Background: an optimization exercise with open tools, aiming at small area. Do not read the settings as production practice. In this exercise RTL edits were held to simulation tests only and were not proved equivalent to the original.

### flow/design.v
module LIT(input [8:0] LIT_in, input clk, input rst, output [15:0] LIT_out);
reg [15:0] y;
reg [8:0] x;
always @(posedge clk or posedge rst) if (rst) x <= 9'd0; else x <= LIT_in;
always @(*) begin
 case (x)
  9'd0: y = 16'h0000;
  9'd1: y = 16'h0010;
  9'd2: y = 16'h0020;
  9'd3: y = 16'h0030;
  9'd4: y = 16'h0040;
  9'd5: y = 16'h0050;
  9'd6: y = 16'h0060;
  9'd7: y = 16'h0070;
  9'd8: y = 16'h0080;
  9'd9: y = 16'h0090;
  9'd10: y = 16'h00a0;
  9'd11: y = 16'h00b0;
  9'd12: y = 16'h00c0;
  9'd13: y = 16'h00d0;
  9'd14: y = 16'h00e0;
  9'd15: y = 16'h00f0;
  9'd16: y = 16'h0100;
  9'd17: y = 16'h0110;
  9'd18: y = 16'h0120;
  9'd19: y = 16'h0130;
  9'd20: y = 16'h0140;
  9'd21: y = 16'h0150;
  9'd22: y = 16'h0160;
  9'd23: y = 16'h0170;
  9'd24: y = 16'h0180;
  9'd25: y = 16'h0190;
  9'd26: y = 16'h01a0;
  9'd27: y = 16'h01b0;
  9'd28: y = 16'h01c0;
  9'd29: y = 16'h01d0;
  9'd30: y = 16'h01e0;
  9'd31: y = 16'h01f0;
  9'd32: y = 16'h0200;
  9'd33: y = 16'h0210;
  9'd34: y = 16'h0220;
  9'd35: y = 16'h0230;
  9'd36: y = 16'h0240;
  9'd37: y = 16'h0250;
  9'd38: y = 16'h0260;
  9'd39: y = 16'h0270;
  9'd40: y = 16'h0280;
  9'd41: y = 16'h0290;
  9'd42: y = 16'h02a0;
  9'd43: y = 16'h02b0;
  9'd44: y = 16'h02c0;
  9'd45: y = 16'h02d0;
  9'd46: y = 16'h02e0;
  9'd47: y = 16'h02f0;
  9'd48: y = 16'h0300;
  9'd49: y = 16'h0310;
  9'd50: y = 16'h0320;
  9'd51: y = 16'h0330;
  9'd52: y = 16'h0340;
  9'd53: y = 16'h0350;
  9'd54: y = 16'h0360;
  9'd55: y = 16'h0370;
  9'd56: y = 16'h0380;
  9'd57: y = 16'h0390;
  9'd58: y = 16'h03a0;
  9'd59: y = 16'h03b0;
  9'd60: y = 16'h03c0;
  9'd61: y = 16'h03d0;
  9'd62: y = 16'h03e0;
  9'd63: y = 16'h03f0;
  9'd64: y = 16'h0400;
  9'd65: y = 16'h0410;
  9'd66: y = 16'h0420;
  9'd67: y = 16'h0430;
  9'd68: y = 16'h0440;
  9'd69: y = 16'h0450;
  9'd70: y = 16'h0460;
  9'd71: y = 16'h0470;
  9'd72: y = 16'h0480;
  9'd73: y = 16'h0490;
  9'd74: y = 16'h04a0;
  9'd75: y = 16'h04b0;
  9'd76: y = 16'h04c0;
  9'd77: y = 16'h04d0;
  9'd78: y = 16'h04e0;
  9'd79: y = 16'h04f0;
  9'd80: y = 16'h0500;
  9'd81: y = 16'h0510;
  9'd82: y = 16'h0520;
  9'd83: y = 16'h0530;
  9'd84: y = 16'h0540;
  9'd85: y = 16'h0550;
  9'd86: y = 16'h0560;
  9'd87: y = 16'h0570;
  9'd88: y = 16'h0580;
  9'd89: y = 16'h0590;
  9'd90: y = 16'h05a0;
  9'd91: y = 16'h05b0;
  9'd92: y = 16'h05c0;
  9'd93: y = 16'h05d0;
  9'd94: y = 16'h05e0;
  9'd95: y = 16'h05f0;
  9'd96: y = 16'h0600;
  9'd97: y = 16'h0610;
  9'd98: y = 16'h0620;
  9'd99: y = 16'h0630;
  9'd100: y = 16'h0640;
  9'd101: y = 16'h0650;
  9'd102: y = 16'h0660;
  9'd103: y = 16'h0670;
  9'd104: y = 16'h0680;
  9'd105: y = 16'h0690;
  9'd106: y = 16'h06a0;
  9'd107: y = 16'h06b0;
  9'd108: y = 16'h06c0;
  9'd109: y = 16'h06d0;
  9'd110: y = 16'h06e0;
  9'd111: y = 16'h06f0;
  9'd112: y = 16'h0700;
  9'd113: y = 16'h0710;
  9'd114: y = 16'h0720;
  9'd115: y = 16'h0730;
  9'd116: y = 16'h0740;
  9'd117: y = 16'h0750;
  9'd118: y = 16'h0760;
  9'd119: y = 16'h0770;
  9'd120: y = 16'h0780;
  9'd121: y = 16'h0790;
  9'd122: y = 16'h07a0;
  9'd123: y = 16'h07b0;
  9'd124: y = 16'h07c0;
  9'd125: y = 16'h07d0;
  9'd126: y = 16'h07e0;
  9'd127: y = 16'h07f0;
  9'd128: y = 16'h0800;
  9'd129: y = 16'h0810;
  9'd130: y = 16'h0820;
  9'd131: y = 16'h0830;
  9'd132: y = 16'h0840;
  9'd133: y = 16'h0850;
  9'd134: y = 16'h0860;
  9'd135: y = 16'h0870;
  9'd136: y = 16'h0880;
  9'd137: y = 16'h0890;
  9'd138: y = 16'h08a0;
  9'd139: y = 16'h08b0;
  9'd140: y = 16'h08c0;
  9'd141: y = 16'h08d0;
  9'd142: y = 16'h08e0;
  9'd143: y = 16'h08f0;
  9'd144: y = 16'h0900;
  9'd145: y = 16'h0910;
  9'd146: y = 16'h0920;
  9'd147: y = 16'h0930;
  9'd148: y = 16'h0940;
  9'd149: y = 16'h0950;
  9'd150: y = 16'h0960;
  9'd151: y = 16'h0970;
  9'd152: y = 16'h0980;
  9'd153: y = 16'h08d6;
  9'd154: y = 16'h0933;
  9'd155: y = 16'h098f;
  9'd156: y = 16'h09eb;
  9'd157: y = 16'h0a47;
  9'd158: y = 16'h0aa3;
  9'd159: y = 16'h0aff;
  9'd160: y = 16'h0b5c;
  9'd161: y = 16'h0bb8;
  9'd162: y = 16'h0c14;
  9'd163: y = 16'h0c70;
  9'd164: y = 16'h0c95;
  9'd165: y = 16'h0d1a;
  9'd166: y = 16'h0da0;
  9'd167: y = 16'h0e25;
  9'd168: y = 16'h0eaa;
  9'd169: y = 16'h0f2f;
  9'd170: y = 16'h0fb5;
  9'd171: y = 16'h103a;
  9'd172: y = 16'h10bf;
  9'd173: y = 16'h1144;
  9'd174: y = 16'h11ca;
  9'd175: y = 16'h124f;
  9'd176: y = 16'h12bd;
  9'd177: y = 16'h137e;
  9'd178: y = 16'h143f;
  9'd179: y = 16'h1500;
  9'd180: y = 16'h15c1;
  9'd181: y = 16'h1682;
  9'd182: y = 16'h1743;
  9'd183: y = 16'h1804;
  9'd184: y = 16'h18c5;
  9'd185: y = 16'h1986;
  9'd186: y = 16'h1a47;
  9'd187: y = 16'h1ac9;
  9'd188: y = 16'h1be0;
  9'd189: y = 16'h1cf7;
  9'd190: y = 16'h1e0f;
  9'd191: y = 16'h1f26;
  9'd192: y = 16'h203e;
  9'd193: y = 16'h2155;
  9'd194: y = 16'h226c;
  9'd195: y = 16'h2384;
  9'd196: y = 16'h249b;
  9'd197: y = 16'h25b2;
  9'd198: y = 16'h26ca;
  9'd199: y = 16'h279c;
  9'd200: y = 16'h2930;
  9'd201: y = 16'h2ac4;
  9'd202: y = 16'h2c58;
  9'd203: y = 16'h2dec;
  9'd204: y = 16'h2f80;
  9'd205: y = 16'h3115;
  9'd206: y = 16'h32a9;
  9'd207: y = 16'h343d;
  9'd208: y = 16'h35d1;
  9'd209: y = 16'h3765;
  9'd210: y = 16'h389e;
  9'd211: y = 16'h3ae7;
  9'd212: y = 16'h3d30;
  9'd213: y = 16'h3f79;
  9'd214: y = 16'h41c3;
  9'd215: y = 16'h440c;
  9'd216: y = 16'h4655;
  9'd217: y = 16'h489e;
  9'd218: y = 16'h4ae7;
  9'd219: y = 16'h4d30;
  9'd220: y = 16'h4f79;
  9'd221: y = 16'h508e;
  9'd222: y = 16'h53dd;
  9'd223: y = 16'h572c;
  9'd224: y = 16'h5a7b;
  9'd225: y = 16'h5dc9;
  9'd226: y = 16'h6118;
  9'd227: y = 16'h6467;
  9'd228: y = 16'h67b5;
  9'd229: y = 16'h6b04;
  9'd230: y = 16'h6e53;
  9'd231: y = 16'h71a2;
  9'd232: y = 16'h74f0;
  9'd233: y = 16'h777f;
  9'd234: y = 16'h7c49;
  9'd235: y = 16'h8112;
  9'd236: y = 16'h85dc;
  9'd237: y = 16'h8aa5;
  9'd238: y = 16'h8f6f;
  9'd239: y = 16'h9438;
  9'd240: y = 16'h9902;
  9'd241: y = 16'h9dcb;
  9'd242: y = 16'ha294;
  9'd243: y = 16'ha75e;
  9'd244: y = 16'haa51;
  9'd245: y = 16'hb141;
  9'd246: y = 16'hb832;
  9'd247: y = 16'hbf23;
  9'd248: y = 16'hc613;
  9'd249: y = 16'hcd04;
  9'd250: y = 16'hd3f5;
  9'd251: y = 16'hdae5;
  9'd252: y = 16'he1d6;
  9'd253: y = 16'he8c7;
  9'd254: y = 16'hefb7;
  9'd255: y = 16'hf6a8;
  9'd256: y = 16'hfd99;
  default: y = 16'hxxxx;
 endcase
end
assign LIT_out = y;
endmodule
### flow/run.sh
#!/bin/bash
# synth_recipe.tcl (not shown) runs the flow's synth.tcl, then flattens the netlist and writes it again
# the make line also repeats each setting of config.mk as NAME=value (left out here)
make -C /OpenROAD-flow-scripts/flow DESIGN_CONFIG=/design/flow/config.mk WORK_HOME=/design/flow/orfs CLKGATE_MAP_FILE= SYNTH_SCRIPT=/design/flow/synth_recipe.tcl finish
### flow/config.mk
export PLATFORM = sky130hd
export DESIGN_NAME = LIT
export DESIGN_NICKNAME = LIT
export VERILOG_FILES = /design/flow/design.v
export SDC_FILE = /design/flow/constraint.sdc
export NUM_CORES = 4
export LEC_CHECK = 0
export CAP_MARGIN = 20
export CORE_MARGIN = 2
export CORE_UTILIZATION = 40
export SLEW_MARGIN = 20
### flow/constraint.sdc
create_clock -name core_clock -period 11.0 [get_ports {clk}]
set_input_delay 2.2000 -clock core_clock [delete_from_list [all_inputs] [get_ports {clk}]]
set_output_delay 2.2000 -clock core_clock [all_outputs]
set_load 0.01 [all_outputs]
==> impl_metrics.toml <==
[status]
stop_stage = "synthesis"
error = "ERROR: TCL interpreter returned an error: Source files actually used in the design:"
status = "aborted with a tool error"

[logic_synthesis]
yosys_warnings = 1
